Background: an optimization exercise with open tools, aiming at small area, a short achievable clock period and few clock cycles per item. Do not read the settings as production practice.
No functional check of the RTL was part of any run shown here.
Power and IR drop assume default switching activity.

## flow/design.v (module list and top-level ports; edited modules follow where they fit)
// module COMP_Control: 855 lines
// module FA: 4 lines
// module FAX: 4 lines
// module XOR3: 3 lines
// module MAJ3: 3 lines
module COMP_Control(
    input clock,
    input rst,
    input start_trigger,
    input reset_act,
    input reset_data,
    input signed [15:0] K0,
    input signed [15:0] K1,
    input signed [15:0] K2,
    input signed [17:0] setPoint,
    input signed [17:0] data,
    output reg busy,
    output wire signed [15:0] COMP_output
    );
  // ...
==> flow/flow/run.sh <==
#!/bin/bash
# The standard layout (standard.sh: the standard flow's synthesis, floorplan, placement,
# CTS, routing) at the design's clock period and constraints, with two
# changes to how hard the resizer works:
#  - repair_timing aims for a setup slack of SETUP_MARGIN ns instead of 0,
#    so the critical paths get sized and buffered although the 12 ns clock
#    would already be met;
#  - the port buffers are buf_2 cells rather than the resizer's pick.
set -euo pipefail
cd "$(dirname "$0")/.."
SETUP_MARGIN=$(cat flow/setup_margin.txt)
bash standard.sh "SETUP_SLACK_MARGIN=$SETUP_MARGIN" \
  "BUFFER_PORTS_ARGS=-buffer_cell sky130_fd_sc_hd__buf_2" finish > standard_make.log 2>&1
==> flow/flow/setup_margin.txt <==
7.5
==> flow/standard.sh <==
#!/bin/bash
# synth_recipe.tcl (not shown) runs the flow's synth.tcl, then flattens the netlist and writes it again
# the make line also repeats each setting of config.mk as NAME=value (left out here)
make -C /OpenROAD-flow-scripts/flow DESIGN_CONFIG=/design/flow/config.mk WORK_HOME=/design/flow/orfs CLKGATE_MAP_FILE= SYNTH_SCRIPT=/design/flow/synth_recipe.tcl "${@:-finish}"
==> flow/config.mk <==
export PLATFORM = sky130hd
export DESIGN_NAME = COMP_Control
export DESIGN_NICKNAME = COMP_Control
export VERILOG_FILES = /design/flow/design.v
export SDC_FILE = /design/flow/constraint.sdc
export NUM_CORES = 4
export LEC_CHECK = 0
export CAP_MARGIN = 20
export CORE_MARGIN = 2
export CORE_UTILIZATION = 40
export SLEW_MARGIN = 20
export SYNTH_HIERARCHICAL = 1
export SYNTH_MINIMUM_KEEP_SIZE = 0
==> flow/constraint.sdc <==
create_clock -name core_clock -period 12.0 [get_ports {clock}]
set_input_delay 2.4000 -clock core_clock [delete_from_list [all_inputs] [get_ports {clock}]]
set_output_delay 2.4000 -clock core_clock [all_outputs]
set_load 0.01 [all_outputs]
==> reports/summary.txt, run 1 <==
Status - no timing/DRC/antenna violations
CP endpoint - COMP_output[15]
Seq power - 0.607 mW
Largest family of logic cells by synthesized area - adder cells
Clk pwr - 0.542 mW
Final Power - 2.66 mW
Worst R2R Setup Slack - 7.29 ns
Post-synthesis adder-cell area fraction - 28.4%
Hold_sp - e0[5]
Post-synth top cells - 290 x nand2_1, 187 x xnor2_1, 165 x a21oi_1
Core area - 0.0418 sq mm
Synth cell types - 62
Setup TNS Final - 0 ns
Relative slew slack - 25.3%
Pwr top - combinational cells
Final core occ - 50.7%
Port Buffers - 105
Non-CTS buffers - 246
Placer Congestion - 0.851
Switching Share - 36.4%
Clock latency on the worst-skew pair - 0.46 ns
Met1 Wirelength - 22400 um
Vias in the first global route - 13988
Final cell count without fillers - 2494
Period utilisation layout - 45.5%
Register Area - 0.00306 sq mm
Post CTS Setup Buffer Count - 84
Initial antenna violation count - 0
Fin area - 0.0212 sq mm
H-tree lvl count - 4
CP max FO - 5
Critical Path RT - 9.60 ns
Count of final setup violators - 0
Clk cell area share - 2.67%
Largest class - multi-input gates
CTS Hold Bufs - 0
Worst slew pin tran - 1.12 ns
Seq area share - 14.4%
Met3 global-route usage - 4.16%
Synth area leader - dfxtp_1
Post-route ant nets - 0
==> run 2, diff against run 1 <==
--- a/flow/design.v
+++ b/flow/design.v
@@ -15,13 +15,10 @@
     reg [18:0] e0, e1, e2;
     reg [47:0] S, C;
-    reg [15:0] Kr;
     reg sB, sC;    
     wire load = start_trigger & ~busy & ~reset_act & ~rst;
     wire clr_all = rst | (reset_act & reset_data);
     wire [18:0] diff = {setPoint[17], setPoint} - {data[17], data};
-    wire [15:0] Km = busy ? Kr : K2;
+    wire [15:0] Km = (K2 & {16{~busy}}) | (K1 & {16{sB}}) | (K0 & {16{sC}});
     wire acc_en = load | busy;
-    wire [47:0] acc = S + C;
-    assign COMP_output = {acc[47], acc[29:15]};
     wire d0_one = e1[0] ^ 1'b0;
     wire d0_two = (e1[1] & ~e1[0] & ~1'b0) | (~e1[1] & e1[0] & 1'b0);
@@ -229,15 +226,15 @@
     wire h2_c = S[13] & C[13];
     wire f3_s, f3_c;
-    FAX uf3 (.a(S[14]), .b(C[14]), .c(d0_pp14), .s(f3_s), .co(f3_c));
+    FA uf3 (.a(S[14]), .b(C[14]), .c(d0_pp14), .s(f3_s), .co(f3_c));
     wire h4_s = d1_pp12 ^ d2_pp10;
     wire h4_c = d1_pp12 & d2_pp10;
     wire f5_s, f5_c;
-    FAX uf5 (.a(S[15]), .b(C[15]), .c(d0_pp15), .s(f5_s), .co(f5_c));
+    FA uf5 (.a(S[15]), .b(C[15]), .c(d0_pp15), .s(f5_s), .co(f5_c));
     wire h6_s = d1_pp13 ^ d2_pp11;
     wire h6_c = d1_pp13 & d2_pp11;
     wire f7_s, f7_c;
-    FAX uf7 (.a(S[16]), .b(C[16]), .c(d0_pp16), .s(f7_s), .co(f7_c));
+    FA uf7 (.a(S[16]), .b(C[16]), .c(d0_pp16), .s(f7_s), .co(f7_c));
     wire f8_s, f8_c;
-    FAX uf8 (.a(d1_pp14), .b(d2_pp12), .c(d3_pp10), .s(f8_s), .co(f8_c));
+    FA uf8 (.a(d1_pp14), .b(d2_pp12), .c(d3_pp10), .s(f8_s), .co(f8_c));
     wire h9_s = d4_pp8 ^ d5_pp6;
     wire h9_c = d4_pp8 & d5_pp6;
@@ -245,31 +242,31 @@
     FA uf10 (.a(1'b1), .b(S[17]), .c(C[17]), .s(f10_s), .co(f10_c));
     wire f11_s, f11_c;
-    FAX uf11 (.a(~d0_neg), .b(d1_pp15), .c(d2_pp13), .s(f11_s), .co(f11_c));
+    FA uf11 (.a(~d0_neg), .b(d1_pp15), .c(d2_pp13), .s(f11_s), .co(f11_c));
     wire f12_s, f12_c;
-    FAX uf12 (.a(d3_pp11), .b(d4_pp9), .c(d5_pp7), .s(f12_s), .co(f12_c));
+    FA uf12 (.a(d3_pp11), .b(d4_pp9), .c(d5_pp7), .s(f12_s), .co(f12_c));
     wire f13_s, f13_c;
     FA uf13 (.a(1'b1), .b(S[18]), .c(C[18]), .s(f13_s), .co(f13_c));
     wire f14_s, f14_c;
-    FAX uf14 (.a(d1_pp16), .b(d2_pp14), .c(d3_pp12), .s(f14_s), .co(f14_c));
+    FA uf14 (.a(d1_pp16), .b(d2_pp14), .c(d3_pp12), .s(f14_s), .co(f14_c));
     wire f15_s, f15_c;
-    FAX uf15 (.a(d4_pp10), .b(d5_pp8), .c(d6_pp6), .s(f15_s), .co(f15_c));
+    FA uf15 (.a(d4_pp10), .b(d5_pp8), .c(d6_pp6), .s(f15_s), .co(f15_c));
     wire h16_s = d7_pp4 ^ d8_pp2;
     wire h16_c = d7_pp4 & d8_pp2;
     wire f17_s, f17_c;
-    FAX uf17 (.a(S[19]), .b(C[19]), .c(~d1_neg), .s(f17_s), .co(f17_c));
+    FA uf17 (.a(S[19]), .b(C[19]), .c(~d1_neg), .s(f17_s), .co(f17_c));
     wire f18_s, f18_c;
-    FAX uf18 (.a(d2_pp15), .b(d3_pp13), .c(d4_pp11), .s(f18_s), .co(f18_c));
+    FA uf18 (.a(d2_pp15), .b(d3_pp13), .c(d4_pp11), .s(f18_s), .co(f18_c));
     wire f19_s, f19_c;
-    FAX uf19 (.a(d5_pp9), .b(d6_pp7), .c(d7_pp5), .s(f19_s), .co(f19_c));
+    FA uf19 (.a(d5_pp9), .b(d6_pp7), .c(d7_pp5), .s(f19_s), .co(f19_c));
     wire f20_s, f20_c;
     FA uf20 (.a(1'b1), .b(S[20]), .c(C[20]), .s(f20_s), .co(f20_c));
     wire f21_s, f21_c;
-    FAX uf21 (.a(d2_pp16), .b(d3_pp14), .c(d4_pp12), .s(f21_s), .co(f21_c));
+    FA uf21 (.a(d2_pp16), .b(d3_pp14), .c(d4_pp12), .s(f21_s), .co(f21_c));
     wire h22_s = d5_pp10 ^ d6_pp8;
     wire h22_c = d5_pp10 & d6_pp8;
     wire f23_s, f23_c;
-    FAX uf23 (.a(S[21]), .b(C[21]), .c(~d2_neg), .s(f23_s), .co(f23_c));
+    FA uf23 (.a(S[21]), .b(C[21]), .c(~d2_neg), .s(f23_s), .co(f23_c));
     wire f24_s, f24_c;
-    FAX uf24 (.a(d3_pp15), .b(d4_pp13), .c(d5_pp11), .s(f24_s), .co(f24_c));
+    FA uf24 (.a(d3_pp15), .b(d4_pp13), .c(d5_pp11), .s(f24_s), .co(f24_c));
     wire f25_s, f25_c;
     FA uf25 (.a(1'b1), .b(S[22]), .c(C[22]), .s(f25_s), .co(f25_c));
@@ -321,5 +318,5 @@
     FA uf48 (.a(d5_pp4), .b(d6_pp2), .c(d7_pp0), .s(f48_s), .co(f48_c));
     wire f49_s, f49_c;
-    FAX uf49 (.a(d7_neg), .b(f3_s), .c(h4_s), .s(f49_s), .co(f49_c));
+    FAX uf49 (.a(d7_neg), .b(h4_s), .c(f3_s), .s(f49_s), .co(f49_c));
     wire f50_s, f50_c;
     FA uf50 (.a(d3_pp9), .b(d4_pp7), .c(d5_pp5), .s(f50_s), .co(f50_c));
@@ -327,5 +324,5 @@
     FA uf51 (.a(d6_pp3), .b(d7_pp1), .c(h4_c), .s(f51_s), .co(f51_c));
     wire f52_s, f52_c;
-    FAX uf52 (.a(f5_s), .b(h6_s), .c(f3_c), .s(f52_s), .co(f52_c));
+    FAX uf52 (.a(h6_s), .b(f3_c), .c(f5_s), .s(f52_s), .co(f52_c));
     wire f53_s, f53_c;
     FA uf53 (.a(d6_pp4), .b(d7_pp2), .c(d8_pp0), .s(f53_s), .co(f53_c));
@@ -333,9 +330,9 @@
     FA uf54 (.a(d8_neg), .b(h6_c), .c(h9_s), .s(f54_s), .co(f54_c));
     wire f55_s, f55_c;
-    FAX uf55 (.a(f7_s), .b(f5_c), .c(f8_s), .s(f55_s), .co(f55_c));
+    FAX uf55 (.a(f5_c), .b(f7_s), .c(f8_s), .s(f55_s), .co(f55_c));
     wire f56_s, f56_c;
     FA uf56 (.a(f10_s), .b(d6_pp5), .c(d7_pp3), .s(f56_s), .co(f56_c));
     wire f57_s, f57_c;
-    FAX uf57 (.a(d8_pp1), .b(h9_c), .c(f7_c), .s(f57_s), .co(f57_c));
+    FA uf57 (.a(d8_pp1), .b(h9_c), .c(f7_c), .s(f57_s), .co(f57_c));
     wire f58_s, f58_c;
     FAX uf58 (.a(f8_c), .b(f11_s), .c(f12_s), .s(f58_s), .co(f58_c));
@@ -343,5 +340,5 @@
     FA uf59 (.a(f10_c), .b(f13_s), .c(d9_pp0), .s(f59_s), .co(f59_c));
     wire f60_s, f60_c;
-    FAX uf60 (.a(d9_neg), .b(h16_s), .c(f11_c), .s(f60_s), .co(f60_c));
+    FA uf60 (.a(d9_neg), .b(h16_s), .c(f11_c), .s(f60_s), .co(f60_c));
     wire f61_s, f61_c;
     FAX uf61 (.a(f12_c), .b(f14_s), .c(f15_s), .s(f61_s), .co(f61_c));
@@ -355,5 +352,5 @@
     FA uf65 (.a(f20_s), .b(d7_pp6), .c(d8_pp4), .s(f65_s), .co(f65_c));
     wire f66_s, f66_c;
-    FAX uf66 (.a(d9_pp2), .b(h22_s), .c(f17_c), .s(f66_s), .co(f66_c));
+    FA uf66 (.a(d9_pp2), .b(h22_s), .c(f17_c), .s(f66_s), .co(f66_c));
     wire f67_s, f67_c;
     FAX uf67 (.a(f18_c), .b(f19_c), .c(f21_s), .s(f67_s), .co(f67_c));
@@ -363,5 +360,5 @@
     FA uf69 (.a(d8_pp5), .b(d9_pp3), .c(h22_c), .s(f69_s), .co(f69_c));
     wire f70_s, f70_c;
-    FAX uf70 (.a(f23_s), .b(f21_c), .c(f24_s), .s(f70_s), .co(f70_c));
+    FAX uf70 (.a(f21_c), .b(f23_s), .c(f24_s), .s(f70_s), .co(f70_c));
     wire f71_s, f71_c;
     FA uf71 (.a(f25_s), .b(d5_pp12), .c(d6_pp10), .s(f71_s), .co(f71_c));
@@ -369,5 +366,5 @@
     FA uf72 (.a(d7_pp8), .b(d8_pp6), .c(d9_pp4), .s(f72_s), .co(f72_c));
     wire f73_s, f73_c;
-    FAX uf73 (.a(h26_s), .b(f24_c), .c(f23_c), .s(f73_s), .co(f73_c));
+    FA uf73 (.a(h26_s), .b(f23_c), .c(f24_c), .s(f73_s), .co(f73_c));
     wire f74_s, f74_c;
     FA uf74 (.a(f25_c), .b(d4_pp15), .c(d5_pp13), .s(f74_s), .co(f74_c));
@@ -457,9 +454,9 @@
     FA uf116 (.a(f47_c), .b(f48_c), .c(f50_s), .s(f116_s), .co(f116_c));
     wire f117_s, f117_c;
-    FAX uf117 (.a(f49_c), .b(f51_s), .c(f52_s), .s(f117_s), .co(f117_c));
+    FAX uf117 (.a(f51_s), .b(f52_s), .c(f49_c), .s(f117_s), .co(f117_c));
     wire f118_s, f118_c;
     FA uf118 (.a(f50_c), .b(f53_s), .c(f51_c), .s(f118_s), .co(f118_c));
     wire f119_s, f119_c;
-    FAX uf119 (.a(f52_c), .b(f55_s), .c(f54_s), .s(f119_s), .co(f119_c));
+    FAX uf119 (.a(f54_s), .b(f52_c), .c(f55_s), .s(f119_s), .co(f119_c));
     wire f120_s, f120_c;
     FA uf120 (.a(f53_c), .b(f56_s), .c(f54_c), .s(f120_s), .co(f120_c));
@@ -467,7 +464,7 @@
     FAX uf121 (.a(f57_s), .b(f55_c), .c(f58_s), .s(f121_s), .co(f121_c));
     wire f122_s, f122_c;
-    FAX uf122 (.a(f56_c), .b(f59_s), .c(f57_c), .s(f122_s), .co(f122_c));
+    FA uf122 (.a(f56_c), .b(f59_s), .c(f57_c), .s(f122_s), .co(f122_c));
     wire f123_s, f123_c;
-    FAX uf123 (.a(f60_s), .b(f58_c), .c(f61_s), .s(f123_s), .co(f123_c));
+    FAX uf123 (.a(f58_c), .b(f61_s), .c(f60_s), .s(f123_s), .co(f123_c));
     wire f124_s, f124_c;
     FAX uf124 (.a(f59_c), .b(f62_s), .c(f60_c), .s(f124_s), .co(f124_c));
@@ -485,5 +482,5 @@
     FA uf130 (.a(f68_c), .b(f71_s), .c(f72_s), .s(f130_s), .co(f130_c));
     wire f131_s, f131_c;
-    FAX uf131 (.a(f69_c), .b(f73_s), .c(f70_c), .s(f131_s), .co(f131_c));
+    FAX uf131 (.a(f69_c), .b(f70_c), .c(f73_s), .s(f131_s), .co(f131_c));
     wire f132_s, f132_c;
     FA uf132 (.a(f71_c), .b(f72_c), .c(f74_s), .s(f132_s), .co(f132_c));
@@ -497,5 +494,5 @@
     FA uf136 (.a(f80_s), .b(f77_c), .c(f78_c), .s(f136_s), .co(f136_c));
     wire f137_s, f137_c;
-    FAX uf137 (.a(f81_s), .b(f82_s), .c(f79_c), .s(f137_s), .co(f137_c));
+    FA uf137 (.a(f81_s), .b(f82_s), .c(f79_c), .s(f137_s), .co(f137_c));
     wire f138_s, f138_c;
     FA uf138 (.a(f83_s), .b(f80_c), .c(h85_s), .s(f138_s), .co(f138_c));
@@ -563,9 +560,9 @@
     FAX uf169 (.a(f114_c), .b(f116_s), .c(f115_c), .s(f169_s), .co(f169_c));
     wire f170_s, f170_c;
-    FAX uf170 (.a(f116_c), .b(f117_c), .c(f118_s), .s(f170_s), .co(f170_c));
+    FAX uf170 (.a(f116_c), .b(f118_s), .c(f117_c), .s(f170_s), .co(f170_c));
     wire f171_s, f171_c;
-    FAX uf171 (.a(f118_c), .b(f119_c), .c(f120_s), .s(f171_s), .co(f171_c));
+    FAX uf171 (.a(f118_c), .b(f120_s), .c(f119_c), .s(f171_s), .co(f171_c));
     wire f172_s, f172_c;
-    FAX uf172 (.a(f122_s), .b(f120_c), .c(f121_c), .s(f172_s), .co(f172_c));
+    FAX uf172 (.a(f120_c), .b(f122_s), .c(f121_c), .s(f172_s), .co(f172_c));
     wire f173_s, f173_c;
     FAX uf173 (.a(f124_s), .b(f122_c), .c(f123_c), .s(f173_s), .co(f173_c));
@@ -573,5 +570,5 @@
     FAX uf174 (.a(f126_s), .b(f124_c), .c(f125_c), .s(f174_s), .co(f174_c));
     wire f175_s, f175_c;
-    FAX uf175 (.a(f126_c), .b(f127_c), .c(f128_s), .s(f175_s), .co(f175_c));
+    FAX uf175 (.a(f128_s), .b(f126_c), .c(f127_c), .s(f175_s), .co(f175_c));
     wire f176_s, f176_c;
     FAX uf176 (.a(f130_s), .b(f128_c), .c(f129_c), .s(f176_s), .co(f176_c));
@@ -661,7 +658,7 @@
     FAX uf218 (.a(f119_s), .b(f169_c), .c(f170_s), .s(f218_s), .co(f218_c));
     wire f219_s, f219_c;
-    FAX uf219 (.a(f121_s), .b(f170_c), .c(f171_s), .s(f219_s), .co(f219_c));
+    FAX uf219 (.a(f121_s), .b(f171_s), .c(f170_c), .s(f219_s), .co(f219_c));
     wire f220_s, f220_c;
-    FAX uf220 (.a(f123_s), .b(f172_s), .c(f171_c), .s(f220_s), .co(f220_c));
+    FAX uf220 (.a(f123_s), .b(f171_c), .c(f172_s), .s(f220_s), .co(f220_c));
     wire f221_s, f221_c;
     FAX uf221 (.a(f125_s), .b(f173_s), .c(f172_c), .s(f221_s), .co(f221_c));
@@ -679,5 +676,5 @@
     FAX uf227 (.a(f135_c), .b(f179_s), .c(f178_c), .s(f227_s), .co(f227_c));
     wire f228_s, f228_c;
-    FAX uf228 (.a(f137_c), .b(f179_c), .c(f180_s), .s(f228_s), .co(f228_c));
+    FAX uf228 (.a(f137_c), .b(f180_s), .c(f179_c), .s(f228_s), .co(f228_c));
     wire f229_s, f229_c;
     FA uf229 (.a(f141_s), .b(f180_c), .c(f181_s), .s(f229_s), .co(f229_c));
@@ -722,4 +719,338 @@
     wire f249_s, f249_c;
     FA uf249 (.a(C[47]), .b(h200_c), .c(h201_s), .s(f249_s), .co(f249_c));
+    wire oa_1; NAND2 uoa_1 (.a(S[0]), .b(C[0]), .y(oa_1));
+    wire oa_2; NAND2 uoa_2 (.a(S[1]), .b(C[1]), .y(oa_2));
+    wire oa_3; NOR2 uoa_3 (.a(S[1]), .b(C[1]), .y(oa_3));
+    wire oa_4; NAND2 uoa_4 (.a(S[2]), .b(C[2]), .y(oa_4));
+    wire oa_5; NOR2 uoa_5 (.a(S[2]), .b(C[2]), .y(oa_5));
+    wire oa_6; NAND2 uoa_6 (.a(S[3]), .b(C[3]), .y(oa_6));
+    wire oa_7; NOR2 uoa_7 (.a(S[3]), .b(C[3]), .y(oa_7));
+    wire oa_8; NAND2 uoa_8 (.a(S[4]), .b(C[4]), .y(oa_8));
+    wire oa_9; NOR2 uoa_9 (.a(S[4]), .b(C[4]), .y(oa_9));
+    wire oa_10; NAND2 uoa_10 (.a(S[5]), .b(C[5]), .y(oa_10));
+    wire oa_11; NOR2 uoa_11 (.a(S[5]), .b(C[5]), .y(oa_11));
+    wire oa_12; NAND2 uoa_12 (.a(S[6]), .b(C[6]), .y(oa_12));
+    wire oa_13; NOR2 uoa_13 (.a(S[6]), .b(C[6]), .y(oa_13));
+    wire oa_14; NAND2 uoa_14 (.a(S[7]), .b(C[7]), .y(oa_14));
+    wire oa_15; NOR2 uoa_15 (.a(S[7]), .b(C[7]), .y(oa_15));
+    wire oa_16; NAND2 uoa_16 (.a(S[8]), .b(C[8]), .y(oa_16));
+    wire oa_17; NOR2 uoa_17 (.a(S[8]), .b(C[8]), .y(oa_17));
+    wire oa_18; NAND2 uoa_18 (.a(S[9]), .b(C[9]), .y(oa_18));
+    wire oa_19; NOR2 uoa_19 (.a(S[9]), .b(C[9]), .y(oa_19));
+    wire oa_20; NAND2 uoa_20 (.a(S[10]), .b(C[10]), .y(oa_20));
+    wire oa_21; NOR2 uoa_21 (.a(S[10]), .b(C[10]), .y(oa_21));
+    wire oa_22; NAND2 uoa_22 (.a(S[11]), .b(C[11]), .y(oa_22));
+    wire oa_23; NOR2 uoa_23 (.a(S[11]), .b(C[11]), .y(oa_23));
+    wire oa_24; NAND2 uoa_24 (.a(S[12]), .b(C[12]), .y(oa_24));
+    wire oa_25; NOR2 uoa_25 (.a(S[12]), .b(C[12]), .y(oa_25));
+    wire oa_26; NAND2 uoa_26 (.a(S[13]), .b(C[13]), .y(oa_26));
+    wire oa_27; NOR2 uoa_27 (.a(S[13]), .b(C[13]), .y(oa_27));
+    wire oa_28; NAND2 uoa_28 (.a(S[14]), .b(C[14]), .y(oa_28));
+    wire oa_29; NOR2 uoa_29 (.a(S[14]), .b(C[14]), .y(oa_29));
+    wire oa_30; NAND2 uoa_30 (.a(S[15]), .b(C[15]), .y(oa_30));
+    wire oa_31; NOR2 uoa_31 (.a(S[15]), .b(C[15]), .y(oa_31));
+    wire oa_32; NAND2 uoa_32 (.a(S[16]), .b(C[16]), .y(oa_32));
+    wire oa_33; NOR2 uoa_33 (.a(S[16]), .b(C[16]), .y(oa_33));
+    wire oa_34; NAND2 uoa_34 (.a(S[17]), .b(C[17]), .y(oa_34));
+    wire oa_35; NOR2 uoa_35 (.a(S[17]), .b(C[17]), .y(oa_35));
+    wire oa_36; NAND2 uoa_36 (.a(S[18]), .b(C[18]), .y(oa_36));
+    wire oa_37; NOR2 uoa_37 (.a(S[18]), .b(C[18]), .y(oa_37));
+    wire oa_38; NAND2 uoa_38 (.a(S[19]), .b(C[19]), .y(oa_38));
+    wire oa_39; NOR2 uoa_39 (.a(S[19]), .b(C[19]), .y(oa_39));
+    wire oa_40; NAND2 uoa_40 (.a(S[20]), .b(C[20]), .y(oa_40));
+    wire oa_41; NOR2 uoa_41 (.a(S[20]), .b(C[20]), .y(oa_41));
+    wire oa_42; NAND2 uoa_42 (.a(S[21]), .b(C[21]), .y(oa_42));
+    wire oa_43; NOR2 uoa_43 (.a(S[21]), .b(C[21]), .y(oa_43));
+    wire oa_44; NAND2 uoa_44 (.a(S[22]), .b(C[22]), .y(oa_44));
+    wire oa_45; NOR2 uoa_45 (.a(S[22]), .b(C[22]), .y(oa_45));
+    wire oa_46; NAND2 uoa_46 (.a(S[23]), .b(C[23]), .y(oa_46));
+    wire oa_47; NOR2 uoa_47 (.a(S[23]), .b(C[23]), .y(oa_47));
+    wire oa_48; NAND2 uoa_48 (.a(S[24]), .b(C[24]), .y(oa_48));
+    wire oa_49; NOR2 uoa_49 (.a(S[24]), .b(C[24]), .y(oa_49));
+    wire oa_50; NAND2 uoa_50 (.a(S[25]), .b(C[25]), .y(oa_50));
+    wire oa_51; NOR2 uoa_51 (.a(S[25]), .b(C[25]), .y(oa_51));
+    wire oa_52; NAND2 uoa_52 (.a(S[26]), .b(C[26]), .y(oa_52));
+    wire oa_53; NOR2 uoa_53 (.a(S[26]), .b(C[26]), .y(oa_53));
+    wire oa_54; NAND2 uoa_54 (.a(S[27]), .b(C[27]), .y(oa_54));
+    wire oa_55; NOR2 uoa_55 (.a(S[27]), .b(C[27]), .y(oa_55));
+    wire oa_56; NAND2 uoa_56 (.a(S[28]), .b(C[28]), .y(oa_56));
+    wire oa_57; NOR2 uoa_57 (.a(S[28]), .b(C[28]), .y(oa_57));
+    wire oa_58; NAND2 uoa_58 (.a(S[29]), .b(C[29]), .y(oa_58));
+    wire oa_59; NOR2 uoa_59 (.a(S[29]), .b(C[29]), .y(oa_59));
+    wire oa_60; NAND2 uoa_60 (.a(S[30]), .b(C[30]), .y(oa_60));
+    wire oa_61; NOR2 uoa_61 (.a(S[30]), .b(C[30]), .y(oa_61));
+    wire oa_62; NAND2 uoa_62 (.a(S[31]), .b(C[31]), .y(oa_62));
+    wire oa_63; NOR2 uoa_63 (.a(S[31]), .b(C[31]), .y(oa_63));
+    wire oa_64; NAND2 uoa_64 (.a(S[32]), .b(C[32]), .y(oa_64));
+    wire oa_65; NOR2 uoa_65 (.a(S[32]), .b(C[32]), .y(oa_65));
+    wire oa_66; NAND2 uoa_66 (.a(S[33]), .b(C[33]), .y(oa_66));
+    wire oa_67; NOR2 uoa_67 (.a(S[33]), .b(C[33]), .y(oa_67));
+    wire oa_68; NAND2 uoa_68 (.a(S[34]), .b(C[34]), .y(oa_68));
+    wire oa_69; NOR2 uoa_69 (.a(S[34]), .b(C[34]), .y(oa_69));
+    wire oa_70; NAND2 uoa_70 (.a(S[35]), .b(C[35]), .y(oa_70));
+    wire oa_71; NOR2 uoa_71 (.a(S[35]), .b(C[35]), .y(oa_71));
+    wire oa_72; NAND2 uoa_72 (.a(S[36]), .b(C[36]), .y(oa_72));
+    wire oa_73; NOR2 uoa_73 (.a(S[36]), .b(C[36]), .y(oa_73));
+    wire oa_74; NAND2 uoa_74 (.a(S[37]), .b(C[37]), .y(oa_74));
+    wire oa_75; NOR2 uoa_75 (.a(S[37]), .b(C[37]), .y(oa_75));
+    wire oa_76; NAND2 uoa_76 (.a(S[38]), .b(C[38]), .y(oa_76));
+    wire oa_77; NOR2 uoa_77 (.a(S[38]), .b(C[38]), .y(oa_77));
+    wire oa_78; NAND2 uoa_78 (.a(S[39]), .b(C[39]), .y(oa_78));
+    wire oa_79; NOR2 uoa_79 (.a(S[39]), .b(C[39]), .y(oa_79));
+    wire oa_80; NAND2 uoa_80 (.a(S[40]), .b(C[40]), .y(oa_80));
+    wire oa_81; NOR2 uoa_81 (.a(S[40]), .b(C[40]), .y(oa_81));
+    wire oa_82; NAND2 uoa_82 (.a(S[41]), .b(C[41]), .y(oa_82));
+    wire oa_83; NOR2 uoa_83 (.a(S[41]), .b(C[41]), .y(oa_83));
+    wire oa_84; NAND2 uoa_84 (.a(S[42]), .b(C[42]), .y(oa_84));
+    wire oa_85; NOR2 uoa_85 (.a(S[42]), .b(C[42]), .y(oa_85));
+    wire oa_86; NAND2 uoa_86 (.a(S[43]), .b(C[43]), .y(oa_86));
+    wire oa_87; NOR2 uoa_87 (.a(S[43]), .b(C[43]), .y(oa_87));
+    wire oa_88; NAND2 uoa_88 (.a(S[44]), .b(C[44]), .y(oa_88));
+    wire oa_89; NOR2 uoa_89 (.a(S[44]), .b(C[44]), .y(oa_89));
+    wire oa_90; NAND2 uoa_90 (.a(S[45]), .b(C[45]), .y(oa_90));
+    wire oa_91; NOR2 uoa_91 (.a(S[45]), .b(C[45]), .y(oa_91));
+    wire oa_92; NAND2 uoa_92 (.a(S[46]), .b(C[46]), .y(oa_92));
+    wire oa_93; NOR2 uoa_93 (.a(S[46]), .b(C[46]), .y(oa_93));
+    wire oa_94; OAI21 uoa_94 (.a(oa_2), .b(oa_3), .c(oa_1), .y(oa_94));
+    wire oa_95; OAI21 uoa_95 (.a(oa_4), .b(oa_5), .c(oa_2), .y(oa_95));
+    wire oa_96; OAI21 uoa_96 (.a(oa_6), .b(oa_7), .c(oa_4), .y(oa_96));
+    wire oa_97; OAI21 uoa_97 (.a(oa_8), .b(oa_9), .c(oa_6), .y(oa_97));
+    wire oa_98; OAI21 uoa_98 (.a(oa_10), .b(oa_11), .c(oa_8), .y(oa_98));
+    wire oa_99; OAI21 uoa_99 (.a(oa_12), .b(oa_13), .c(oa_10), .y(oa_99));
+    wire oa_100; OAI21 uoa_100 (.a(oa_14), .b(oa_15), .c(oa_12), .y(oa_100));
+    wire oa_101; OAI21 uoa_101 (.a(oa_16), .b(oa_17), .c(oa_14), .y(oa_101));
+    wire oa_102; OAI21 uoa_102 (.a(oa_18), .b(oa_19), .c(oa_16), .y(oa_102));
+    wire oa_103; OAI21 uoa_103 (.a(oa_20), .b(oa_21), .c(oa_18), .y(oa_103));
+    wire oa_104; OAI21 uoa_104 (.a(oa_22), .b(oa_23), .c(oa_20), .y(oa_104));
+    wire oa_105; OAI21 uoa_105 (.a(oa_24), .b(oa_25), .c(oa_22), .y(oa_105));
+    wire oa_106; OAI21 uoa_106 (.a(oa_26), .b(oa_27), .c(oa_24), .y(oa_106));
+    wire oa_107; OAI21 uoa_107 (.a(oa_28), .b(oa_29), .c(oa_26), .y(oa_107));
+    wire oa_108; OAI21 uoa_108 (.a(oa_30), .b(oa_31), .c(oa_28), .y(oa_108));
+    wire oa_109; OAI21 uoa_109 (.a(oa_32), .b(oa_33), .c(oa_30), .y(oa_109));
+    wire oa_110; OAI21 uoa_110 (.a(oa_34), .b(oa_35), .c(oa_32), .y(oa_110));
+    wire oa_111; OAI21 uoa_111 (.a(oa_36), .b(oa_37), .c(oa_34), .y(oa_111));
+    wire oa_112; OAI21 uoa_112 (.a(oa_38), .b(oa_39), .c(oa_36), .y(oa_112));
+    wire oa_113; OAI21 uoa_113 (.a(oa_40), .b(oa_41), .c(oa_38), .y(oa_113));
+    wire oa_114; OAI21 uoa_114 (.a(oa_42), .b(oa_43), .c(oa_40), .y(oa_114));
+    wire oa_115; OAI21 uoa_115 (.a(oa_44), .b(oa_45), .c(oa_42), .y(oa_115));
+    wire oa_116; OAI21 uoa_116 (.a(oa_46), .b(oa_47), .c(oa_44), .y(oa_116));
+    wire oa_117; OAI21 uoa_117 (.a(oa_48), .b(oa_49), .c(oa_46), .y(oa_117));
+    wire oa_118; OAI21 uoa_118 (.a(oa_50), .b(oa_51), .c(oa_48), .y(oa_118));
+    wire oa_119; OAI21 uoa_119 (.a(oa_52), .b(oa_53), .c(oa_50), .y(oa_119));
+    wire oa_120; OAI21 uoa_120 (.a(oa_54), .b(oa_55), .c(oa_52), .y(oa_120));
+    wire oa_121; OAI21 uoa_121 (.a(oa_56), .b(oa_57), .c(oa_54), .y(oa_121));
+    wire oa_122; OAI21 uoa_122 (.a(oa_60), .b(oa_61), .c(oa_58), .y(oa_122));
+    wire oa_123; OAI21 uoa_123 (.a(oa_64), .b(oa_65), .c(oa_62), .y(oa_123));
+    wire oa_124; OAI21 uoa_124 (.a(oa_68), .b(oa_69), .c(oa_66), .y(oa_124));
+    wire oa_125; OAI21 uoa_125 (.a(oa_72), .b(oa_73), .c(oa_70), .y(oa_125));
+    wire oa_126; OAI21 uoa_126 (.a(oa_76), .b(oa_77), .c(oa_74), .y(oa_126));
+    wire oa_127; OAI21 uoa_127 (.a(oa_80), .b(oa_81), .c(oa_78), .y(oa_127));
+    wire oa_128; OAI21 uoa_128 (.a(oa_84), .b(oa_85), .c(oa_82), .y(oa_128));
+    wire oa_129; OAI21 uoa_129 (.a(oa_88), .b(oa_89), .c(oa_86), .y(oa_129));
+    wire oa_130; OAI21 uoa_130 (.a(oa_92), .b(oa_93), .c(oa_90), .y(oa_130));
+    wire oa_131; NOR2 uoa_131 (.a(oa_5), .b(oa_3), .y(oa_131));
+    wire oa_132; NOR2 uoa_132 (.a(oa_7), .b(oa_5), .y(oa_132));
+    wire oa_133; NOR2 uoa_133 (.a(oa_9), .b(oa_7), .y(oa_133));
+    wire oa_134; NOR2 uoa_134 (.a(oa_11), .b(oa_9), .y(oa_134));
+    wire oa_135; NOR2 uoa_135 (.a(oa_13), .b(oa_11), .y(oa_135));
+    wire oa_136; NOR2 uoa_136 (.a(oa_15), .b(oa_13), .y(oa_136));
+    wire oa_137; NOR2 uoa_137 (.a(oa_17), .b(oa_15), .y(oa_137));
+    wire oa_138; NOR2 uoa_138 (.a(oa_19), .b(oa_17), .y(oa_138));
+    wire oa_139; NOR2 uoa_139 (.a(oa_21), .b(oa_19), .y(oa_139));
+    wire oa_140; NOR2 uoa_140 (.a(oa_23), .b(oa_21), .y(oa_140));
+    wire oa_141; NOR2 uoa_141 (.a(oa_25), .b(oa_23), .y(oa_141));
+    wire oa_142; NOR2 uoa_142 (.a(oa_27), .b(oa_25), .y(oa_142));
+    wire oa_143; NOR2 uoa_143 (.a(oa_29), .b(oa_27), .y(oa_143));
+    wire oa_144; NOR2 uoa_144 (.a(oa_31), .b(oa_29), .y(oa_144));
+    wire oa_145; NOR2 uoa_145 (.a(oa_33), .b(oa_31), .y(oa_145));
+    wire oa_146; NOR2 uoa_146 (.a(oa_35), .b(oa_33), .y(oa_146));
+    wire oa_147; NOR2 uoa_147 (.a(oa_37), .b(oa_35), .y(oa_147));
+    wire oa_148; NOR2 uoa_148 (.a(oa_39), .b(oa_37), .y(oa_148));
+    wire oa_149; NOR2 uoa_149 (.a(oa_41), .b(oa_39), .y(oa_149));
+    wire oa_150; NOR2 uoa_150 (.a(oa_43), .b(oa_41), .y(oa_150));
+    wire oa_151; NOR2 uoa_151 (.a(oa_45), .b(oa_43), .y(oa_151));
+    wire oa_152; NOR2 uoa_152 (.a(oa_47), .b(oa_45), .y(oa_152));
+    wire oa_153; NOR2 uoa_153 (.a(oa_49), .b(oa_47), .y(oa_153));
+    wire oa_154; NOR2 uoa_154 (.a(oa_51), .b(oa_49), .y(oa_154));
+    wire oa_155; NOR2 uoa_155 (.a(oa_53), .b(oa_51), .y(oa_155));
+    wire oa_156; NOR2 uoa_156 (.a(oa_55), .b(oa_53), .y(oa_156));
+    wire oa_157; NOR2 uoa_157 (.a(oa_57), .b(oa_55), .y(oa_157));
+    wire oa_158; NOR2 uoa_158 (.a(oa_61), .b(oa_59), .y(oa_158));
+    wire oa_159; NOR2 uoa_159 (.a(oa_65), .b(oa_63), .y(oa_159));
+    wire oa_160; NOR2 uoa_160 (.a(oa_69), .b(oa_67), .y(oa_160));
+    wire oa_161; NOR2 uoa_161 (.a(oa_73), .b(oa_71), .y(oa_161));
+    wire oa_162; NOR2 uoa_162 (.a(oa_77), .b(oa_75), .y(oa_162));
+    wire oa_163; NOR2 uoa_163 (.a(oa_81), .b(oa_79), .y(oa_163));
+    wire oa_164; NOR2 uoa_164 (.a(oa_85), .b(oa_83), .y(oa_164));
+    wire oa_165; NOR2 uoa_165 (.a(oa_89), .b(oa_87), .y(oa_165));
+    wire oa_166; NOR2 uoa_166 (.a(oa_93), .b(oa_91), .y(oa_166));
+    wire oa_167; AOI21 uoa_167 (.a(oa_95), .b(oa_131), .c(~oa_1), .y(oa_167));
+    wire oa_168; AOI21 uoa_168 (.a(oa_96), .b(oa_132), .c(oa_94), .y(oa_168));
+    wire oa_169; AOI21 uoa_169 (.a(oa_97), .b(oa_133), .c(oa_95), .y(oa_169));
+    wire oa_170; AOI21 uoa_170 (.a(oa_98), .b(oa_134), .c(oa_96), .y(oa_170));
+    wire oa_171; AOI21 uoa_171 (.a(oa_99), .b(oa_135), .c(oa_97), .y(oa_171));
+    wire oa_172; AOI21 uoa_172 (.a(oa_100), .b(oa_136), .c(oa_98), .y(oa_172));
+    wire oa_173; AOI21 uoa_173 (.a(oa_101), .b(oa_137), .c(oa_99), .y(oa_173));
+    wire oa_174; AOI21 uoa_174 (.a(oa_102), .b(oa_138), .c(oa_100), .y(oa_174));
+    wire oa_175; AOI21 uoa_175 (.a(oa_103), .b(oa_139), .c(oa_101), .y(oa_175));
+    wire oa_176; AOI21 uoa_176 (.a(oa_104), .b(oa_140), .c(oa_102), .y(oa_176));
+    wire oa_177; AOI21 uoa_177 (.a(oa_105), .b(oa_141), .c(oa_103), .y(oa_177));
+    wire oa_178; AOI21 uoa_178 (.a(oa_106), .b(oa_142), .c(oa_104), .y(oa_178));
+    wire oa_179; AOI21 uoa_179 (.a(oa_107), .b(oa_143), .c(oa_105), .y(oa_179));
+    wire oa_180; AOI21 uoa_180 (.a(oa_108), .b(oa_144), .c(oa_106), .y(oa_180));
+    wire oa_181; AOI21 uoa_181 (.a(oa_109), .b(oa_145), .c(oa_107), .y(oa_181));
+    wire oa_182; AOI21 uoa_182 (.a(oa_110), .b(oa_146), .c(oa_108), .y(oa_182));
+    wire oa_183; AOI21 uoa_183 (.a(oa_111), .b(oa_147), .c(oa_109), .y(oa_183));
+    wire oa_184; AOI21 uoa_184 (.a(oa_112), .b(oa_148), .c(oa_110), .y(oa_184));
+    wire oa_185; AOI21 uoa_185 (.a(oa_113), .b(oa_149), .c(oa_111), .y(oa_185));
+    wire oa_186; AOI21 uoa_186 (.a(oa_114), .b(oa_150), .c(oa_112), .y(oa_186));
+    wire oa_187; AOI21 uoa_187 (.a(oa_115), .b(oa_151), .c(oa_113), .y(oa_187));
+    wire oa_188; AOI21 uoa_188 (.a(oa_116), .b(oa_152), .c(oa_114), .y(oa_188));
+    wire oa_189; AOI21 uoa_189 (.a(oa_117), .b(oa_153), .c(oa_115), .y(oa_189));
+    wire oa_190; AOI21 uoa_190 (.a(oa_118), .b(oa_154), .c(oa_116), .y(oa_190));
+    wire oa_191; AOI21 uoa_191 (.a(oa_119), .b(oa_155), .c(oa_117), .y(oa_191));
+    wire oa_192; AOI21 uoa_192 (.a(oa_120), .b(oa_156), .c(oa_118), .y(oa_192));
+    wire oa_193; AOI21 uoa_193 (.a(oa_121), .b(oa_157), .c(oa_119), .y(oa_193));
+    wire oa_194; AOI21 uoa_194 (.a(oa_122), .b(oa_158), .c(oa_121), .y(oa_194));
+    wire oa_195; AOI21 uoa_195 (.a(oa_124), .b(oa_160), .c(oa_123), .y(oa_195));
+    wire oa_196; AOI21 uoa_196 (.a(oa_126), .b(oa_162), .c(oa_125), .y(oa_196));
+    wire oa_197; AOI21 uoa_197 (.a(oa_128), .b(oa_164), .c(oa_127), .y(oa_197));
+    wire oa_198; AOI21 uoa_198 (.a(oa_130), .b(oa_166), .c(oa_129), .y(oa_198));
+    wire oa_199; NAND2 uoa_199 (.a(oa_133), .b(oa_131), .y(oa_199));
+    wire oa_200; NAND2 uoa_200 (.a(oa_134), .b(oa_132), .y(oa_200));
+    wire oa_201; NAND2 uoa_201 (.a(oa_135), .b(oa_133), .y(oa_201));
+    wire oa_202; NAND2 uoa_202 (.a(oa_136), .b(oa_134), .y(oa_202));
+    wire oa_203; NAND2 uoa_203 (.a(oa_137), .b(oa_135), .y(oa_203));
+    wire oa_204; NAND2 uoa_204 (.a(oa_138), .b(oa_136), .y(oa_204));
+    wire oa_205; NAND2 uoa_205 (.a(oa_139), .b(oa_137), .y(oa_205));
+    wire oa_206; NAND2 uoa_206 (.a(oa_140), .b(oa_138), .y(oa_206));
+    wire oa_207; NAND2 uoa_207 (.a(oa_141), .b(oa_139), .y(oa_207));
+    wire oa_208; NAND2 uoa_208 (.a(oa_142), .b(oa_140), .y(oa_208));
+    wire oa_209; NAND2 uoa_209 (.a(oa_143), .b(oa_141), .y(oa_209));
+    wire oa_210; NAND2 uoa_210 (.a(oa_144), .b(oa_142), .y(oa_210));
+    wire oa_211; NAND2 uoa_211 (.a(oa_145), .b(oa_143), .y(oa_211));
+    wire oa_212; NAND2 uoa_212 (.a(oa_146), .b(oa_144), .y(oa_212));
+    wire oa_213; NAND2 uoa_213 (.a(oa_147), .b(oa_145), .y(oa_213));
+    wire oa_214; NAND2 uoa_214 (.a(oa_148), .b(oa_146), .y(oa_214));
+    wire oa_215; NAND2 uoa_215 (.a(oa_149), .b(oa_147), .y(oa_215));
+    wire oa_216; NAND2 uoa_216 (.a(oa_150), .b(oa_148), .y(oa_216));
+    wire oa_217; NAND2 uoa_217 (.a(oa_151), .b(oa_149), .y(oa_217));
+    wire oa_218; NAND2 uoa_218 (.a(oa_152), .b(oa_150), .y(oa_218));
+    wire oa_219; NAND2 uoa_219 (.a(oa_153), .b(oa_151), .y(oa_219));
+    wire oa_220; NAND2 uoa_220 (.a(oa_154), .b(oa_152), .y(oa_220));
+    wire oa_221; NAND2 uoa_221 (.a(oa_155), .b(oa_153), .y(oa_221));
+    wire oa_222; NAND2 uoa_222 (.a(oa_156), .b(oa_154), .y(oa_222));
+    wire oa_223; NAND2 uoa_223 (.a(oa_157), .b(oa_155), .y(oa_223));
+    wire oa_224; NAND2 uoa_224 (.a(oa_158), .b(oa_157), .y(oa_224));
+    wire oa_225; NAND2 uoa_225 (.a(oa_160), .b(oa_159), .y(oa_225));
+    wire oa_226; NAND2 uoa_226 (.a(oa_162), .b(oa_161), .y(oa_226));
+    wire oa_227; NAND2 uoa_227 (.a(oa_164), .b(oa_163), .y(oa_227));
+    wire oa_228; NAND2 uoa_228 (.a(oa_166), .b(oa_165), .y(oa_228));
+    wire oa_229; OAI21 uoa_229 (.a(oa_169), .b(oa_199), .c(oa_1), .y(oa_229));
+    wire oa_230; OAI21 uoa_230 (.a(oa_170), .b(oa_200), .c(~oa_94), .y(oa_230));
+    wire oa_231; OAI21 uoa_231 (.a(oa_171), .b(oa_201), .c(oa_167), .y(oa_231));
+    wire oa_232; OAI21 uoa_232 (.a(oa_172), .b(oa_202), .c(oa_168), .y(oa_232));
+    wire oa_233; OAI21 uoa_233 (.a(oa_173), .b(oa_203), .c(oa_169), .y(oa_233));
+    wire oa_234; OAI21 uoa_234 (.a(oa_174), .b(oa_204), .c(oa_170), .y(oa_234));
+    wire oa_235; OAI21 uoa_235 (.a(oa_175), .b(oa_205), .c(oa_171), .y(oa_235));
+    wire oa_236; OAI21 uoa_236 (.a(oa_176), .b(oa_206), .c(oa_172), .y(oa_236));
+    wire oa_237; OAI21 uoa_237 (.a(oa_177), .b(oa_207), .c(oa_173), .y(oa_237));
+    wire oa_238; OAI21 uoa_238 (.a(oa_178), .b(oa_208), .c(oa_174), .y(oa_238));
+    wire oa_239; OAI21 uoa_239 (.a(oa_179), .b(oa_209), .c(oa_175), .y(oa_239));
+    wire oa_240; OAI21 uoa_240 (.a(oa_180), .b(oa_210), .c(oa_176), .y(oa_240));
+    wire oa_241; OAI21 uoa_241 (.a(oa_181), .b(oa_211), .c(oa_177), .y(oa_241));
+    wire oa_242; OAI21 uoa_242 (.a(oa_182), .b(oa_212), .c(oa_178), .y(oa_242));
+    wire oa_243; OAI21 uoa_243 (.a(oa_183), .b(oa_213), .c(oa_179), .y(oa_243));
+    wire oa_244; OAI21 uoa_244 (.a(oa_184), .b(oa_214), .c(oa_180), .y(oa_244));
+    wire oa_245; OAI21 uoa_245 (.a(oa_185), .b(oa_215), .c(oa_181), .y(oa_245));
+    wire oa_246; OAI21 uoa_246 (.a(oa_186), .b(oa_216), .c(oa_182), .y(oa_246));
+    wire oa_247; OAI21 uoa_247 (.a(oa_187), .b(oa_217), .c(oa_183), .y(oa_247));
+    wire oa_248; OAI21 uoa_248 (.a(oa_188), .b(oa_218), .c(oa_184), .y(oa_248));
+    wire oa_249; OAI21 uoa_249 (.a(oa_189), .b(oa_219), .c(oa_185), .y(oa_249));
+    wire oa_250; OAI21 uoa_250 (.a(oa_190), .b(oa_220), .c(oa_186), .y(oa_250));
+    wire oa_251; OAI21 uoa_251 (.a(oa_191), .b(oa_221), .c(oa_187), .y(oa_251));
+    wire oa_252; OAI21 uoa_252 (.a(oa_192), .b(oa_222), .c(oa_188), .y(oa_252));
+    wire oa_253; OAI21 uoa_253 (.a(oa_193), .b(oa_223), .c(oa_189), .y(oa_253));
+    wire oa_254; OAI21 uoa_254 (.a(oa_194), .b(oa_224), .c(oa_191), .y(oa_254));
+    wire oa_255; OAI21 uoa_255 (.a(oa_196), .b(oa_226), .c(oa_195), .y(oa_255));
+    wire oa_256; OAI21 uoa_256 (.a(oa_198), .b(oa_228), .c(oa_197), .y(oa_256));
+    wire oa_257; NOR2 uoa_257 (.a(oa_203), .b(oa_199), .y(oa_257));
+    wire oa_258; NOR2 uoa_258 (.a(oa_204), .b(oa_200), .y(oa_258));
+    wire oa_259; NOR2 uoa_259 (.a(oa_205), .b(oa_201), .y(oa_259));
+    wire oa_260; NOR2 uoa_260 (.a(oa_206), .b(oa_202), .y(oa_260));
+    wire oa_261; NOR2 uoa_261 (.a(oa_207), .b(oa_203), .y(oa_261));
+    wire oa_262; NOR2 uoa_262 (.a(oa_208), .b(oa_204), .y(oa_262));
+    wire oa_263; NOR2 uoa_263 (.a(oa_209), .b(oa_205), .y(oa_263));
+    wire oa_264; NOR2 uoa_264 (.a(oa_210), .b(oa_206), .y(oa_264));
+    wire oa_265; NOR2 uoa_265 (.a(oa_211), .b(oa_207), .y(oa_265));
+    wire oa_266; NOR2 uoa_266 (.a(oa_212), .b(oa_208), .y(oa_266));
+    wire oa_267; NOR2 uoa_267 (.a(oa_213), .b(oa_209), .y(oa_267));
+    wire oa_268; NOR2 uoa_268 (.a(oa_214), .b(oa_210), .y(oa_268));
+    wire oa_269; NOR2 uoa_269 (.a(oa_215), .b(oa_211), .y(oa_269));
+    wire oa_270; NOR2 uoa_270 (.a(oa_216), .b(oa_212), .y(oa_270));
+    wire oa_271; NOR2 uoa_271 (.a(oa_217), .b(oa_213), .y(oa_271));
+    wire oa_272; NOR2 uoa_272 (.a(oa_218), .b(oa_214), .y(oa_272));
+    wire oa_273; NOR2 uoa_273 (.a(oa_219), .b(oa_215), .y(oa_273));
+    wire oa_274; NOR2 uoa_274 (.a(oa_220), .b(oa_216), .y(oa_274));
+    wire oa_275; NOR2 uoa_275 (.a(oa_221), .b(oa_217), .y(oa_275));
+    wire oa_276; NOR2 uoa_276 (.a(oa_222), .b(oa_218), .y(oa_276));
+    wire oa_277; NOR2 uoa_277 (.a(oa_223), .b(oa_219), .y(oa_277));
+    wire oa_278; NOR2 uoa_278 (.a(oa_224), .b(oa_221), .y(oa_278));
+    wire oa_279; NOR2 uoa_279 (.a(oa_226), .b(oa_225), .y(oa_279));
+    wire oa_280; NOR2 uoa_280 (.a(oa_228), .b(oa_227), .y(oa_280));
+    wire oa_281; AOI21 uoa_281 (.a(oa_233), .b(oa_257), .c(~oa_1), .y(oa_281));
+    wire oa_282; AOI21 uoa_282 (.a(oa_234), .b(oa_258), .c(oa_94), .y(oa_282));
+    wire oa_283; AOI21 uoa_283 (.a(oa_235), .b(oa_259), .c(~oa_167), .y(oa_283));
+    wire oa_284; AOI21 uoa_284 (.a(oa_236), .b(oa_260), .c(~oa_168), .y(oa_284));
+    wire oa_285; AOI21 uoa_285 (.a(oa_237), .b(oa_261), .c(oa_229), .y(oa_285));
+    wire oa_286; AOI21 uoa_286 (.a(oa_239), .b(oa_263), .c(oa_231), .y(oa_286));
+    wire oa_287; AOI21 uoa_287 (.a(oa_240), .b(oa_264), .c(oa_232), .y(oa_287));
+    wire oa_288; AOI21 uoa_288 (.a(oa_241), .b(oa_265), .c(oa_233), .y(oa_288));
+    wire oa_289; AOI21 uoa_289 (.a(oa_242), .b(oa_266), .c(oa_234), .y(oa_289));
+    wire oa_290; AOI21 uoa_290 (.a(oa_243), .b(oa_267), .c(oa_235), .y(oa_290));
+    wire oa_291; AOI21 uoa_291 (.a(oa_244), .b(oa_268), .c(oa_236), .y(oa_291));
+    wire oa_292; AOI21 uoa_292 (.a(oa_245), .b(oa_269), .c(oa_237), .y(oa_292));
+    wire oa_293; AOI21 uoa_293 (.a(oa_246), .b(oa_270), .c(oa_238), .y(oa_293));
+    wire oa_294; AOI21 uoa_294 (.a(oa_247), .b(oa_271), .c(oa_239), .y(oa_294));
+    wire oa_295; AOI21 uoa_295 (.a(oa_248), .b(oa_272), .c(oa_240), .y(oa_295));
+    wire oa_296; AOI21 uoa_296 (.a(oa_249), .b(oa_273), .c(oa_241), .y(oa_296));
+    wire oa_297; AOI21 uoa_297 (.a(oa_250), .b(oa_274), .c(oa_242), .y(oa_297));
+    wire oa_298; AOI21 uoa_298 (.a(oa_251), .b(oa_275), .c(oa_243), .y(oa_298));
+    wire oa_299; AOI21 uoa_299 (.a(oa_252), .b(oa_276), .c(oa_244), .y(oa_299));
+    wire oa_300; AOI21 uoa_300 (.a(oa_253), .b(oa_277), .c(oa_245), .y(oa_300));
+    wire oa_301; AOI21 uoa_301 (.a(oa_254), .b(oa_278), .c(oa_247), .y(oa_301));
+    wire oa_302; AOI21 uoa_302 (.a(oa_256), .b(oa_280), .c(oa_255), .y(oa_302));
+    wire oa_303; NAND2 uoa_303 (.a(oa_265), .b(oa_257), .y(oa_303));
+    wire oa_304; NAND2 uoa_304 (.a(oa_266), .b(oa_258), .y(oa_304));
+    wire oa_305; NAND2 uoa_305 (.a(oa_267), .b(oa_259), .y(oa_305));
+    wire oa_306; NAND2 uoa_306 (.a(oa_268), .b(oa_260), .y(oa_306));
+    wire oa_307; NAND2 uoa_307 (.a(oa_269), .b(oa_261), .y(oa_307));
+    wire oa_308; NAND2 uoa_308 (.a(oa_270), .b(oa_262), .y(oa_308));
+    wire oa_309; NAND2 uoa_309 (.a(oa_271), .b(oa_263), .y(oa_309));
+    wire oa_310; NAND2 uoa_310 (.a(oa_272), .b(oa_264), .y(oa_310));
+    wire oa_311; NAND2 uoa_311 (.a(oa_273), .b(oa_265), .y(oa_311));
+    wire oa_312; NAND2 uoa_312 (.a(oa_274), .b(oa_266), .y(oa_312));
+    wire oa_313; NAND2 uoa_313 (.a(oa_275), .b(oa_267), .y(oa_313));
+    wire oa_314; NAND2 uoa_314 (.a(oa_276), .b(oa_268), .y(oa_314));
+    wire oa_315; NAND2 uoa_315 (.a(oa_277), .b(oa_269), .y(oa_315));
+    wire oa_316; NAND2 uoa_316 (.a(oa_278), .b(oa_271), .y(oa_316));
+    wire oa_317; NAND2 uoa_317 (.a(oa_280), .b(oa_279), .y(oa_317));
+    wire oa_318; OAI21 uoa_318 (.a(oa_288), .b(oa_303), .c(oa_1), .y(oa_318));
+    wire oa_319; OAI21 uoa_319 (.a(oa_289), .b(oa_304), .c(~oa_94), .y(oa_319));
+    wire oa_320; OAI21 uoa_320 (.a(oa_290), .b(oa_305), .c(oa_167), .y(oa_320));
+    wire oa_321; OAI21 uoa_321 (.a(oa_291), .b(oa_306), .c(oa_168), .y(oa_321));
+    wire oa_322; OAI21 uoa_322 (.a(oa_292), .b(oa_307), .c(~oa_229), .y(oa_322));
+    wire oa_323; OAI21 uoa_323 (.a(oa_293), .b(oa_308), .c(~oa_230), .y(oa_323));
+    wire oa_324; OAI21 uoa_324 (.a(oa_294), .b(oa_309), .c(~oa_231), .y(oa_324));
+    wire oa_325; OAI21 uoa_325 (.a(oa_295), .b(oa_310), .c(~oa_232), .y(oa_325));
+    wire oa_326; OAI21 uoa_326 (.a(oa_296), .b(oa_311), .c(oa_281), .y(oa_326));
+    wire oa_327; OAI21 uoa_327 (.a(oa_297), .b(oa_312), .c(oa_282), .y(oa_327));
+    wire oa_328; OAI21 uoa_328 (.a(oa_298), .b(oa_313), .c(oa_283), .y(oa_328));
+    wire oa_329; OAI21 uoa_329 (.a(oa_299), .b(oa_314), .c(oa_284), .y(oa_329));
+    wire oa_330; OAI21 uoa_330 (.a(oa_300), .b(oa_315), .c(oa_285), .y(oa_330));
+    wire oa_331; OAI21 uoa_331 (.a(oa_302), .b(oa_317), .c(oa_301), .y(oa_331));
+    wire oa_332; NOR2 uoa_332 (.a(oa_317), .b(oa_316), .y(oa_332));
+    wire oa_333; AOI21 uoa_333 (.a(oa_331), .b(oa_332), .c(~oa_286), .y(oa_333));
+    assign COMP_output = {(S[47] ^ C[47] ^ ~oa_333), (S[29] ^ C[29] ^ oa_330), (S[28] ^ C[28] ^ oa_329), (S[27] ^ C[27] ^ oa_328), (S[26] ^ C[26] ^ oa_327), (S[25] ^ C[25] ^ oa_326), (S[24] ^ C[24] ^ oa_325), (S[23] ^ C[23] ^ oa_324), (S[22] ^ C[22] ^ oa_323), (S[21] ^ C[21] ^ oa_322), (S[20] ^ C[20] ^ oa_321), (S[19] ^ C[19] ^ oa_320), (S[18] ^ C[18] ^ oa_319), (S[17] ^ C[17] ^ oa_318), (S[16] ^ C[16] ^ ~oa_287), (S[15] ^ C[15] ^ ~oa_286)};
     wire [47:0] S_n, C_n;
     assign S_n[0] = d0_neg;
@@ -759,12 +1090,12 @@
     assign S_n[17] = f218_c;
     assign C_n[17] = f219_s;
-    assign S_n[18] = f220_s;
-    assign C_n[18] = f219_c;
+    assign S_n[18] = f219_c;
+    assign C_n[18] = f220_s;
     assign S_n[19] = f221_s;
     assign C_n[19] = f220_c;
     assign S_n[20] = f222_s;
     assign C_n[20] = f221_c;
-    assign S_n[21] = f222_c;
-    assign C_n[21] = f223_s;
+    assign S_n[21] = f223_s;
+    assign C_n[21] = f222_c;
     assign S_n[22] = f224_s;
     assign C_n[22] = f223_c;
@@ -777,6 +1108,6 @@
     assign S_n[26] = f228_s;
     assign C_n[26] = f227_c;
-    assign S_n[27] = f228_c;
-    assign C_n[27] = f229_s;
+    assign S_n[27] = f229_s;
+    assign C_n[27] = f228_c;
     assign S_n[28] = f229_c;
     assign C_n[28] = f230_s;
@@ -820,5 +1151,4 @@
     assign C_n[47] = f249_s;
     always @(posedge clock) begin
-        Kr <= sB ? K0 : K1;
         if (rst) begin
             busy <= 1'b0;
@@ -868,2 +1198,20 @@
     assign y = (a & b) | (a & c) | (b & c);
 endmodule
+module AOI21(input a, input b, input c, output y);    
+    assign y = ~(a | (b & c));
+endmodule
+module OAI21(input a, input b, input c, output y);    
+    assign y = ~(a & (b | c));
+endmodule
+module NAND2(input a, input b, output y);
+    assign y = ~(a & b);
+endmodule
+module NOR2(input a, input b, output y);
+    assign y = ~(a | b);
+endmodule
+module XOR2(input a, input b, output y);
+    assign y = a ^ b;
+endmodule
+module XNOR2(input a, input b, output y);
+    assign y = ~(a ^ b);
+endmodule
==> flow/flow/setup_margin.txt (replaced) <==
7.0
==> reports/summary.txt, run 2 <==
Post-route ant nets - 0 (unchanged)
CP max FO - 11 (+6)
Critical path depth - 12
WP buf/inv - 3
Clock latency on the worst-skew pair - 0.46 ns (about the same)
Fraction of registers with async set/reset - 0%
CTS tree - built
Num rows - 75
Synth area leader - fa_1
Worst setup SP type - input port
Slew Limit Fails - 0
Post-synth top cells - 415 x nand2_1, 213 x xnor2_1, 166 x fa_1
CTS Hold Bufs - 0 (unchanged)
Core area - 0.0419 sq mm (+0.22%)
Number of DRC markers in iteration 0 - 1208
Via/cell ratio - 5.59
Nets - 2394
Initial Util - 40.4%
Register area share after synthesis - 16.2%
Crit path capture type - register
Final core occ - 47.9% (-2.8 points)
Cell Area, Synth - 0.0169 sq mm
RR Endpoint - C[18]
Die Area - 0.0439 sq mm
WS Path Type - in -> reg
Count of final setup violators - 0 (unchanged)
Cts bufs inserted - 17
Tightest Hold Check Type - reg -> reg
Max_cap viols - 0
Combinational power share - 55.7%
Status - no timing/DRC/antenna violations
Leak - 7.52 nW
Top-count cell post-synth - nand2_1
EDFF count, synth - 0
CP endpoint - S[23]
Gr usage total - 24.4%
Max Fclk - 0.192 GHz
Most frequent CP cell - xor3_1
Residual DRC - 0
Maximum VDD drop - 95.3 uV
Post-DR wirelength/cell - 20.0 um
Synth top area share - 19.7%
GR Overflow Total - 0
Chip Width - 210 um
Antenna fix cells - 0
Arr. time, crit path - 5.51 ns
Internal - 1.55 mW
CTS root buf - clkbuf_16
Largest regs - C (48), S (48)
Most frequent cells in the layout - 379 x nand2_1, 204 x xnor2_1, 149 x a21oi_1
Number of synthesized register bits - 137
Relative slew slack - 22.1% (-3.2 points)
Port Buffers - 105 (unchanged)
Clock transition at path regs - 0.07 ns
Final hold vios - 0
Synth Warn # - 7
Hold Slack - 0.454 ns
Pin count of the biggest net entering global routing - 98
Detailed Place HPWL - 37700 um
Main synth FF type - dfxtp_1
P&R area growth vs syn - 18.5%
Clk pwr share - 21.4%
Synth cell types - 61 (-1.6%)
H-tree lvl count - 4 (unchanged)
Worst R2R Setup Slack - 7.50 ns (+0.21 ns)
Setup TNS Final - 0 ns (unchanged)
Placer Congestion - 0.913 (+7.2%)
Die height - 210 um
Final Power - 2.52 mW (-5.4%)
Final min period - 5.21 ns
Pwr Density - 126 mW/mm^2
CP peak stage delay - 0.55 ns
Slowest-stage cell, CP - fa_1
Worst R2R Start - sB
DR vias - 14753
First-pass DRT Iterations - 6
I/O pins - 106
Clock Path Buffers - 2
Worst slew pin tran - 1.17 ns (+0.0482 ns)
Crit-path leading delay family - XOR/XNOR gates
Critical Path RT - 12.30 ns (+2.70 ns)
Top cells by area, synth - fa_1 20%, dfxtp_1 16%, xnor2_1 11%, nand2_1 9.2%, xor3_1 6.3%
Cell Chain, Critical Path - buf_2 > inv_6 > o21ai_4 > buf_4 > a22oi_1 > xnor2_1 > fa_2 > fa_1 > xor3_1 > xor3_1 > nand2_1 > a21oi_1
Initial antenna violation count - 0 (unchanged)
Layout cells sized above 1 - 26.7%
Vias in the first global route - 15066 (+7.7%)
Period utilisation layout - 43.4% (-2.1 points)
Switch Pwr - 0.966 mW
Setup Skew - 0.0232 ns
Mapped Avg Cell Area - 8.51 sq um
First-pass GRT wire length - 83600 um
Most common cell after layout, fill and taps aside - nand2_1
Reg2Reg Depth - 11
Fill count - 4026
Synth Instances - 1986
Crit path from - K2[15]
Sequential share of power - 22.9%
TritonCTS Sinks - 137
Post-Route WL - 52900 um
Switching Share - 38.3% (+1.9 points)
RSZ-0062 raised after global routing - yes
-- run 2: logic make-up (layout without fill, tap and decap cells) --
logic type	after synthesis	in the layout	share of synthesized area, %
buf+inv	172	278	4.28
fa+ha+maj	262	262	26.4
xor+xnor	282	282	18.7
compound gates	502	502	18.9
flops	137	137	16.2
mux	6	6	0.370
other cells	1	7	0.0222
simple gates	624	627	15.1
-- run 2: worst min-delay path by stage --
stage               startpoint     end  slack, ns  depth (start not counted)
finish                  e0[13]  e1[13]       0.45                          2
global route             e0[7]   e1[7]       0.47                          2
CTS                     e0[13]  e1[13]       0.45                          2
detailed placement      e0[13]  e1[13]       0.44                          2
global placement        e0[14]  e1[14]       0.43                          2
floorplan               e0[13]  e1[13]       0.43                          2
-- run 2: layer usage --
layer | track usage, % | share of wire [%]
met1 | 30.2 | 41
met2 | 42.4 | 49
met3 | 3.20 | 5.3
met4 | 11.1 | 4.9
met5 | 0 | 0
-- run 2: modules after synthesis, one instance, submodules excluded, a selection --
| module | times used | flip-flops and latches | cell area (sq um) | cells inside |
|---|---|---|---|---|
| MAJ3 | 45 | 0 | 11.3 | 1 |
| AOI21 | 55 | 0 | 8.76 | 1 |
| OAI21 | 79 | 0 | 5.00 | 1 |
| NOR2 | 107 | 0 | 3.75 | 1 |
| NAND2 | 92 | 0 | 3.75 | 1 |
| XOR3 | 45 | 0 | 23.8 | 1 |
| FA | 165 | 0 | 20.0 | 1 |
| COMP_Control | 1 | 137 | 10400 | 1398 |
-- run 2: metrics by stage --
stage / cells / area, sq um / setup slack [ns]
3_3_place_gp: 2538 / 18200 / 6.10
5_1_grt: 2640 / 20000 / 6.74
4_1_cts: 2627 / 19500 / 6.84
6_report: 2640 / 20000 / 6.79
2_1_floorplan: 1992 / 17500 / 6.74
3_5_place_dp: 2538 / 18200 / 6.05
-- run 2: final cells by class --
type / instances / area (sq um) / share of cell area (%)
tap: 539 / 674 / 3.37
multi-input combinational: 1686 / 14400 / 71.9
clock buffer: 17 / 425 / 2.12
clock inverter: 15 / 170 / 0.850
inverter: 61 / 234 / 1.17
sequential: 137 / 2770 / 13.9
timing repair buffer: 185 / 1350 / 6.76
-- run 2: timing repair --
action	in CTS	in global routing
buffers inserted	55	11
gates cloned	2	1
gates resized for setup	50	107
pin swaps	67	35
setup endpoints to repair	45	58
-- run 2: power groups by stage --
stage	Clock (mW)	Sequential [mW]	Combinational, mW
after detailed placement	0	0.585	1.32
after global routing	0.568	0.587	1.52
after global placement	0	0.585	1.30
after CTS	0.550	0.576	1.38
after floorplan	0	0.555	1.06
final	0.540	0.577	1.40
-- run 2: worst reg2reg max path: cells and delay by family, from the launching register on --
kind	cells	cell delay, ns
compound gates	1	0.06
xor+xnor	5	1.71
buf+inv	2	1.20
fa+ha+maj	2	0.97
simple gates	1	0.07
flops	1	0.31

==> afterwards: timing with drivers on the ports <==
No port has a modelled driver above. Below, the same layouts with a new extraction and two added sets of constraints.
Step 1 assumes that a clkbuf_16 drives the clock port and a buf_2 every other input.
Step 2, shift: input delay + t, output delay - t, t = (earliest + latest rising clock arrival at the registers) / 2. This alone moves slack from input paths to output paths.
a / b / c = ideal / step 1 / step 2; a / b = the first two.
run	t, ns	slack for setup (ns)	worst hold slack (ns)	clock arrival spread, ns	cell pins on the clock port's net
run 1	0.512	6.541 / 6.483 / 6.323	0.452 / 0.452 / 0.452	0.011 / 0.011	1
run 2	0.497	6.792 / 6.822 / 6.325	0.454 / 0.454 / 0.454	0.023 / 0.023	1
After both steps every run listed still meets setup and hold. The setup slack of run 2, which loses most, moves by +0.030 ns with the drivers and by -0.467 ns with both steps.
